This design comes from an exercise in tuning for small area, a short achievable clock period and few clock cycles on the open sky130 flow, not from production work.
Where RTL was checked, it was by simulation tests only, not by an equivalence proof against the original.

Design fmultiplier, start of the top module:
module fmultiplier(
    input  wire        clk,
    input  wire        rst,
    input  wire        valid,       
    input  wire [31:0] a,
    input  wire [31:0] b,
    output reg  [31:0] z,
    output reg         out_valid    
);
    function automatic [4:0] msb23(input [22:0] x);
        integer i;
        begin
            msb23 = 5'd0;
            for (i = 0; i < 23; i = i + 1)
                if (x[i]) msb23 = i[4:0];
        end
    endfunction
    function automatic [4:0] tz24(input [23:0] x);
        integer i;
        reg found;
        begin
            tz24 = 5'd24;
            found = 1'b0;
            for (i = 0; i < 24; i = i + 1)
                if (!found && x[i]) begin
                    tz24 = i[4:0];
                    found = 1'b1;
                end
        end
    endfunction
    wire        sa = a[31], sb = b[31];
    wire [7:0]  ea = a[30:23], eb = b[30:23];
    wire [22:0] fa = a[22:0], fb = b[22:0];
    wire a_ez = (ea == 8'h00), b_ez = (eb == 8'h00);
    wire a_eo = (ea == 8'hFF), b_eo = (eb == 8'hFF);
    wire a_fz = (fa == 23'd0), b_fz = (fb == 23'd0);
    wire a_nan  = a_eo & ~a_fz, b_nan  = b_eo & ~b_fz;
    wire a_inf  = a_eo &  a_fz, b_inf  = b_eo &  b_fz;
    wire a_zero = a_ez &  a_fz, b_zero = b_ez &  b_fz;
    wire is_nan  = a_nan | b_nan | (a_inf & b_zero) | (b_inf & a_zero);
    wire is_inf  = a_inf | b_inf;
    wire is_zero = a_zero | b_zero;
    wire [23:0] ma = {~a_ez, fa};
    wire [23:0] mb = {~b_ez, fb};
    wire [7:0]  xa = {ea[7:1], ea[0] | a_ez};
    wire [7:0]  xb = {eb[7:1], eb[0] | b_ez};
    wire [26:0] yb = {2'b00, mb, 1'b0};
    wire [12:0] bn;               
    wire [24:0] bm0, bm1, bm2, bm3, bm4, bm5, bm6, bm7, bm8, bm9, bm10, bm11, bm12;
    wire [24:0] bmx [0:12];
    genvar gi;
    generate
        for (gi = 0; gi < 13; gi = gi + 1) begin : g_booth
            wire d2 = yb[2*gi+2], d1 = yb[2*gi+1], d0 = yb[2*gi];
            wire one = d1 ^ d0;
            wire two = (d2 & ~d1 & ~d0) | (~d2 & d1 & d0);
            assign bn[gi] = d2 & ~(d1 & d0);
            assign bmx[gi] = (({25{one}} & {1'b0, ma}) | ({25{two}} & {ma, 1'b0})) ^ {25{bn[gi]}};
        end
    endgenerate
    assign bm0 = bmx[0];   assign bm1 = bmx[1];   assign bm2 = bmx[2];
  ...
Size in the first run: about 3700 cells after synthesis, about 140 flip-flops, about 100 I/O pins.
export LEC_CHECK = 0
export ABC_AREA = 1
export CAP_MARGIN = 20
export CORE_MARGIN = 2
export CORE_UTILIZATION = 40
export PLACE_DENSITY = 0.6
export SETUP_SLACK_MARGIN = 4.0
export SLEW_MARGIN = 20
export SYNTH_HIERARCHICAL = 1
create_clock -name core_clock -period 10.0 [get_ports {clk}]
standard.sh (not shown) runs the stock make flow with config.mk's settings and CLKGATE_MAP_FILE= SYNTH_SCRIPT=/design/flow/synth_recipe.tcl, a recipe that flattens the netlist after the stock synthesis.
==> flow/flow/run.sh <==
#!/bin/bash
# Standard layout, with the ports buffered by buf cells instead of the delay
# buffer that buffer_ports picks by default.
export BUFFER_PORTS_ARGS="-buffer_cell sky130_fd_sc_hd__buf_2"
bash standard.sh > standard.log 2>&1
Testbench counts at the start, summed over its fixed seeds: cycles 16,137.
Change:
--- a/flow/design.v
+++ b/flow/design.v
@@ -46,24 +46,24 @@
     wire [7:0]  xa = {ea[7:1], ea[0] | a_ez};
     wire [7:0]  xb = {eb[7:1], eb[0] | b_ez};
     wire [26:0] yb = {2'b00, mb, 1'b0};
     wire [12:0] bn;               
     wire [24:0] bm0, bm1, bm2, bm3, bm4, bm5, bm6, bm7, bm8, bm9, bm10, bm11, bm12;
     wire [24:0] bmx [0:12];
     genvar gi;
     generate
         for (gi = 0; gi < 13; gi = gi + 1) begin : g_booth
             wire d2 = yb[2*gi+2], d1 = yb[2*gi+1], d0 = yb[2*gi];
             wire one = d1 ^ d0;
-            wire two = (d2 & ~d1 & ~d0) | (~d2 & d1 & d0);
-            assign bn[gi] = d2 & ~(d1 & d0);
+            wire two = ~one & (d2 ^ d1);
+            assign bn[gi] = d2;
             assign bmx[gi] = (({25{one}} & {1'b0, ma}) | ({25{two}} & {ma, 1'b0})) ^ {25{bn[gi]}};
         end
     endgenerate
     assign bm0 = bmx[0];   assign bm1 = bmx[1];   assign bm2 = bmx[2];
     assign bm3 = bmx[3];   assign bm4 = bmx[4];   assign bm5 = bmx[5];
     assign bm6 = bmx[6];   assign bm7 = bmx[7];   assign bm8 = bmx[8];
     assign bm9 = bmx[9];   assign bm10 = bmx[10]; assign bm11 = bmx[11];
     assign bm12 = bmx[12];
     wire hs0, hc0;
     fmul_ha u_ha0 (.a(bn[8]), .b(bm0[16]), .s(hs0), .co(hc0));
     wire hs1, hc1;
=> Design area goes down by 1.0%; setup slack is better by 39 ps; wire length goes down by 1.1%; first-iteration DRC count goes down by 4.4%; die area goes down by 1.3%; area after synthesis goes down by 1.3%; count of clock-buffer cells in the layout goes up by 2.
For the second run of this note, only the layout was checked, not whether the RTL still works.

========
fmultiplier, a different RTL version from the one above (not shown whole).
For scale: ~0.026 mm² of cells after synthesis.
export LEC_CHECK = 0
export ABC_AREA = 1
export CAP_MARGIN = 20
export CORE_MARGIN = 2
export CORE_UTILIZATION = 40
export PLACE_DENSITY = 0.6
export SETUP_SLACK_MARGIN = 4.0
export SLEW_MARGIN = 20
export SYNTH_HIERARCHICAL = 1
create_clock -name core_clock -period 10.0 [get_ports {clk}]
Scripts as last shown in full above: flow/flow/run.sh
Testbench counts at the start, summed over its fixed seeds: cycles 16,082.
Next try:
--- a/flow/design.v
+++ b/flow/design.v
@@ -11,16 +11,29 @@
     function automatic [4:0] msb23(input [22:0] x);
         integer i;
         begin
             msb23 = 5'd0;
             for (i = 0; i < 23; i = i + 1)
                 if (x[i]) msb23 = i[4:0];
         end
     endfunction
+    function automatic [4:0] tz24(input [23:0] x);
+        integer i;
+        reg found;
+        begin
+            tz24 = 5'd24;
+            found = 1'b0;
+            for (i = 0; i < 24; i = i + 1)
+                if (!found && x[i]) begin
+                    tz24 = i[4:0];
+                    found = 1'b1;
+                end
+        end
+    endfunction
     wire        sa = a[31], sb = b[31];
     wire [7:0]  ea = a[30:23], eb = b[30:23];
     wire [22:0] fa = a[22:0], fb = b[22:0];
     wire a_ez = (ea == 8'h00), b_ez = (eb == 8'h00);
     wire a_eo = (ea == 8'hFF), b_eo = (eb == 8'hFF);
     wire a_fz = (fa == 23'd0), b_fz = (fb == 23'd0);
     wire a_nan  = a_eo & ~a_fz, b_nan  = b_eo & ~b_fz;
     wire a_inf  = a_eo &  a_fz, b_inf  = b_eo &  b_fz;
@@ -641,16 +654,17 @@
     fmul_fa u_fa261 (.a(hc26), .b(fs219), .c(fc218), .s(fs261), .co(fc261));
     wire fs262, fc262;
     fmul_fa u_fa262 (.a(bm12[22]), .b(hs29), .c(fc219), .s(fs262), .co(fc262));
     wire fs263, fc263;
     fmul_fa u_fa263 (.a(~bn[11]), .b(bm12[23]), .c(hc29), .s(fs263), .co(fc263));
     wire [47:0] s_row = {fs263, fs262, fs261, fc259, fs259, fs258, fs257, fc255, fc254, fs254, fs253, fs252, fc250, fc249, fc248, fc247, fc246, fc245, fc244, fc243, fc242, fc241, fc240, fc239, fc238, fc237, fc236, fc235, fc234, fc233, fc232, fc231, fc230, fc229, fc228, fc227, fc226, fc225, fc224, fc223, fc222, fc221, fc220, hc31, hc30, bm1[0], bm0[1], bn[0]};
     wire [47:0] c_row = {fc262, fc261, fc260, fs260, fc258, fc257, fc256, fs256, fs255, fc253, fc252, fc251, fs251, fs250, fs249, fs248, fs247, fs246, fs245, fs244, fs243, fs242, fs241, fs240, fs239, fs238, fs237, fs236, fs235, fs234, fs233, fs232, fs231, fs230, fs229, fs228, fs227, fs226, fs225, fs224, fs223, fs222, fs221, fs220, hs31, hs30, 1'b0, bm0[0]};
     wire [4:0]  ka  = msb23(fa), kb = msb23(fb);    
+    wire [5:0]  tzs = tz24(ma) + tz24(mb);          
     wire [8:0]  xs  = {1'b0, xa} + {1'b0, xb};
     wire signed [10:0] u_nn = $signed({2'b00, xs}) - 11'sd128;
     wire signed [10:0] u_an = $signed({3'b000, xb}) + $signed({6'd0, ka}) - 11'sd150;
     wire signed [10:0] u_bn = $signed({3'b000, xa}) + $signed({6'd0, kb}) - 11'sd150;
     wire signed [10:0] u  = a_ez ? u_an : (b_ez ? u_bn : u_nn);
     wire        nrm = ~u[10];                       
     wire [4:0]  t1  = a_ez ? ka : (b_ez ? kb : 5'd23);    
     wire signed [10:0] t2 = 11'sd151 - $signed({2'b00, xs});    
@@ -664,33 +678,34 @@
     wire        uf = (xs < 9'd103);                 
     wire        slow = ~special & ~uf & (a_ez | b_ez | u_nn[10]);
     localparam K = 16;
     wire [K:0]  p_lo = {1'b0, s_row[K-1:0]} + {1'b0, c_row[K-1:0]};
     reg [47:K] r_s, r_c;
     reg [K-1:0] r_plo;
     reg        r_cy;
     reg [5:0]  r_tsh;
+    reg [5:0]  r_tzs;
     reg [7:0]  r_e0;
     reg        r_ovh, r_ove, r_sz, r_nan, r_inf, r_zero, r_slow;
     reg        r_v1;              
     reg        r_v2;              
     reg [47:22] r_q;              
-    reg         r_sst1, r_sst0;   
     wire        hold = r_v1 & r_slow;
     always @(posedge clk) begin
         r_s    <= s_row[47:K];
         r_c    <= c_row[47:K];
         r_plo  <= p_lo[K-1:0];
         r_cy   <= p_lo[K];
-        r_tsh  <= tsh;
     end
     always @(posedge clk) begin
         if (!hold) begin
             r_e0   <= e_0;
+            r_tsh  <= tsh;
+            r_tzs  <= tzs;
             r_ovh  <= ovf_hi & ~is_zero;
             r_ove  <= ovf_eq & ~is_zero;
             r_sz   <= sa ^ sb;
             r_nan  <= is_nan;
             r_inf  <= is_inf;
             r_zero <= is_zero | uf;
             r_slow <= slow;
         end
@@ -703,36 +718,22 @@
             r_v1 <= valid;
             r_v2 <= r_v1 & r_slow;
         end
     end
     wire [47:K] p_hi = r_s + r_c + {{(47-K){1'b0}}, r_cy};
     wire [47:0] p = {p_hi, r_plo};
     wire [70:0] x  = {p, 23'd0};
     wire [70:0] qx = x >> r_tsh;
-    reg [47:0] lo1, lo0;
-    integer k;
-    always @(*) begin
-        for (k = 0; k < 48; k = k + 1) begin
-            lo1[k] = (k < r_tsh);
-            lo0[k] = (k + 1 < r_tsh);
-        end
-    end
-    wire        sst1 = |(p & lo1);
-    wire        sst0 = |(p & lo0);
-    always @(posedge clk) begin
-        r_q    <= qx[47:22];
-        r_sst1 <= sst1;
-        r_sst0 <= sst0;
-    end
+    always @(posedge clk) r_q <= qx[47:22];
     wire [47:22] q = r_v2 ? r_q : p[47:22];
     wire [7:0]  e_1 = r_e0 + 8'd1;
     wire [7:0]  e_2 = r_e0 + 8'd2;
-    wire        st1 = r_v2 ? r_sst1 : sst1;
-    wire        st0 = r_v2 ? r_sst0 : sst0;
+    wire        st1 = (r_tzs < r_tsh);
+    wire        st0 = (r_tzs + 6'd1 < r_tsh);
     wire        inc_h = q[23] & (st1 | q[24]);
     wire [30:0] pk_h0 = {e_2, q[46:24]};
     wire [30:0] pk_h1 = pk_h0 + 31'd1;
     wire [30:0] pk_h  = inc_h ? pk_h1 : pk_h0;
     wire        inc_l = q[22] & (st0 | q[23]);
     wire [30:0] pk_l0 = {(q[46] ? e_1 : r_e0), q[45:23]};
     wire [30:0] pk_l1 = pk_l0 + 31'd1;
     wire [30:0] pk_l  = inc_l ? pk_l1 : pk_l0;
Outcome: The changed run finished clean; hold slack is worse by 0.33 ns; design area decreases by 4.0%; maximum frequency increases by 0.70%; sequential share of layout area increases by 1.1 points; cell count decreases by about 2.8%; routed wire length decreases by about 3%; die area barely changes; count of clock-buffer cells in the layout increases by 1; setup slack is better by 0.041 ns; global-route usage decreases by 0.73 points.
Testbench counts after the change, summed over its fixed seeds: cycles 16,082.

========
Another version of the RTL of fmultiplier (not shown whole).
For scale: ~3600 cells after synthesis, roughly 100 I/O pins, ~26000 um2 of cells after synthesis.
Design fmultiplier, start of the top module:
module fmultiplier(
    input  wire        clk,
    input  wire        rst,
    input  wire        valid,       
    input  wire [31:0] a,
    input  wire [31:0] b,
    output reg  [31:0] z,
    output reg         out_valid    
);
clock: 10.0 ns
lec_check: 0
abc_area: 1
cap_margin: 20
core_margin: 2
core_utilization: 40
place_density: 0.6
slew_margin: 20
Scripts as last shown in full above: flow/flow/run.sh
Testbench counts at the start, summed over its fixed seeds: cycles 16,137.
Edit:
--- a/flow/design.v
+++ b/flow/design.v
@@ -673,17 +673,17 @@
     wire [5:0]  tsh = nrm ? {1'b0, t1} : t2c;       
     wire [7:0]  e_0 = nrm ? u[7:0] : 8'd0;          
     wire        st1 = nrm ? (tzs < {1'b0, t1}) : (t2big | (tzs < t2[5:0]));
     wire        st0 = nrm ? (tzs + 6'd1 < {1'b0, t1}) : (t2big | (tzs + 6'd1 < t2[5:0]));
     wire        ovf_hi = nrm & (u >= 11'sd254);
     wire        ovf_eq = nrm & (u == 11'sd253);
     wire        special = is_nan | is_inf | is_zero;
     wire        slow = ~special & (a_ez | b_ez | u_nn[10]);
-    localparam K = 24;
+    localparam K = 16;
     wire [K:0]  p_lo = {1'b0, s_row[K-1:0]} + {1'b0, c_row[K-1:0]};
     reg [47:K] r_s, r_c;
     reg [K-1:0] r_plo;
     reg        r_cy;
     reg [5:0]  r_tsh;
     reg [7:0]  r_e0;
     reg        r_st1, r_st0, r_ovh, r_ove, r_sz, r_nan, r_inf, r_zero, r_slow;
     reg        r_v1;              
Result: Setup slack improved by 0.83 ns. Maximum frequency goes up by roughly a tenth. Wire length grows by a little under a tenth. Critical path depth came out lower by 2. Synthesized cell count went up by a little under a tenth. Clock skew came out higher by 0.0047 ns. Flip-flop and latch count rose by 8. Clock-buffer cell count stays the same. Design area came out higher by a few percent. First-iteration DRC count rose by a quarter to a third.
Testbench counts after the change, summed over its fixed seeds: cycles 16,137.

========
## ember
fmultiplier, a different RTL version from the one above (not shown whole).
Size: roughly 3700 cells after synthesis.
Settings: LEC_CHECK=0, ABC_AREA=1, CAP_MARGIN=20, CORE_MARGIN=2, CORE_UTILIZATION=40, PLACE_DENSITY=0.6, SETUP_SLACK_MARGIN=4.0, SLEW_MARGIN=20, SYNTH_HIERARCHICAL=1; clock period 10.0 ns.
Scripts as last shown in full above: flow/flow/run.sh
#### Input delta (harbor over ember)
--- a/flow/design.v
+++ b/flow/design.v
@@ -49,17 +49,16 @@
     wire [12:0] bn;               
     wire [24:0] bm0, bm1, bm2, bm3, bm4, bm5, bm6, bm7, bm8, bm9, bm10, bm11, bm12;
     wire [24:0] bmx [0:12];
     genvar gi;
     generate
         for (gi = 0; gi < 13; gi = gi + 1) begin : g_booth
             wire d2 = yb[2*gi+2], d1 = yb[2*gi+1], d0 = yb[2*gi];
-            wire one = d1 ^ d0;
-            wire two = ~one & (d2 ^ d1);
-            assign bn[gi] = d2;
+            wire one, two;
+            fmul_benc u_benc (.d({d2, d1, d0}), .one(one), .two(two), .neg(bn[gi]));
             assign bmx[gi] = (({25{one}} & {1'b0, ma}) | ({25{two}} & {ma, 1'b0})) ^ {25{bn[gi]}};
         end
     endgenerate
     assign bm0 = bmx[0];   assign bm1 = bmx[1];   assign bm2 = bmx[2];
     assign bm3 = bmx[3];   assign bm4 = bmx[4];   assign bm5 = bmx[5];
     assign bm6 = bmx[6];   assign bm7 = bmx[7];   assign bm8 = bmx[8];
     assign bm9 = bmx[9];   assign bm10 = bmx[10]; assign bm11 = bmx[11];
@@ -756,7 +755,12 @@
     assign s  = a ^ b ^ c;
     assign co = (a & b) | (a & c) | (b & c);
 endmodule
 module fmul_ha(input wire a, input wire b, output wire s, output wire co);
     assign s  = a ^ b;
     assign co = a & b;
 endmodule
+module fmul_benc(input wire [2:0] d, output wire one, output wire two, output wire neg);
+    assign one = d[1] ^ d[0];
+    assign two = ~one & (d[2] ^ d[1]);
+    assign neg = d[2];
+endmodule
### Flow results
- harbor vs ember — end-of-flow core utilization dropped 1.1 points.
- harbor ended up with b[3] as its start point of the critical path; ember ended up with b[13].
- Against ember, worst slack at placement in harbor came out better.
- Final cell area: harbor above ember
- harbor vs. ember: sequential share of the synthesized area went down by 0.27 points.
- Delta (harbor minus ember): initial standard-cell utilization of the core went down by 0.32 points; fraction of area in multi-input gates level; growth of design area from synthesis to finish went down 1.8 points.
- harbor vs. ember: share of synthesized cell area in full adder, half adder and majority cells moved down; wire length of the first global-routing pass moved up; number of logic stages on the critical path including buffering moved down.
- Compared to ember, harbor has final critical delay including setup and external delays 0.17 ns higher.
No functional check of the RTL was part of any run of this note.

-- afterwards: timing with drivers on the ports --
In the flow no input, the clock included, has a driving cell. The finished layouts below were timed again as built, in two steps. Step 1 assumes that a clkbuf_16 drives the clock port and a buf_2 every other input. Step 2 times the ports against the registers' clock, not the clock port: input delays grow and output delays shrink by t, the midpoint of the rising clock arrivals with the driver on. a / b / c = ideal ports / drivers / drivers and shift; a / b = the first two.
run	t, ns	setup WS [ns]	worst register clock-pin slew, ns
the first run of note 1	0.504	4.053 / 4.094 / 3.590	0.08 / 0.08
the second run of note 1	0.527	4.092 / 4.111 / 3.584	0.07 / 0.07
the first run of note 2	0.539	4.044 / 3.982 / 3.569	0.07 / 0.07
the second run of note 2	0.534	4.086 / 4.073 / 3.595	0.07 / 0.07
the first run of note 3	0.488	2.467 / 2.496 / 2.008	0.07 / 0.07
the second run of note 3	0.494	3.294 / 3.307 / 2.813	0.07 / 0.07
ember	0.538	4.080 / 4.091 / 3.568	0.07 / 0.07
harbor	0.528	3.909 / 3.951 / 3.423	0.08 / 0.08
After both steps setup and hold are still met in every run listed. The setup slack of ember, which loses most, moves by +0.011 ns with the drivers and by -0.512 ns with both steps.
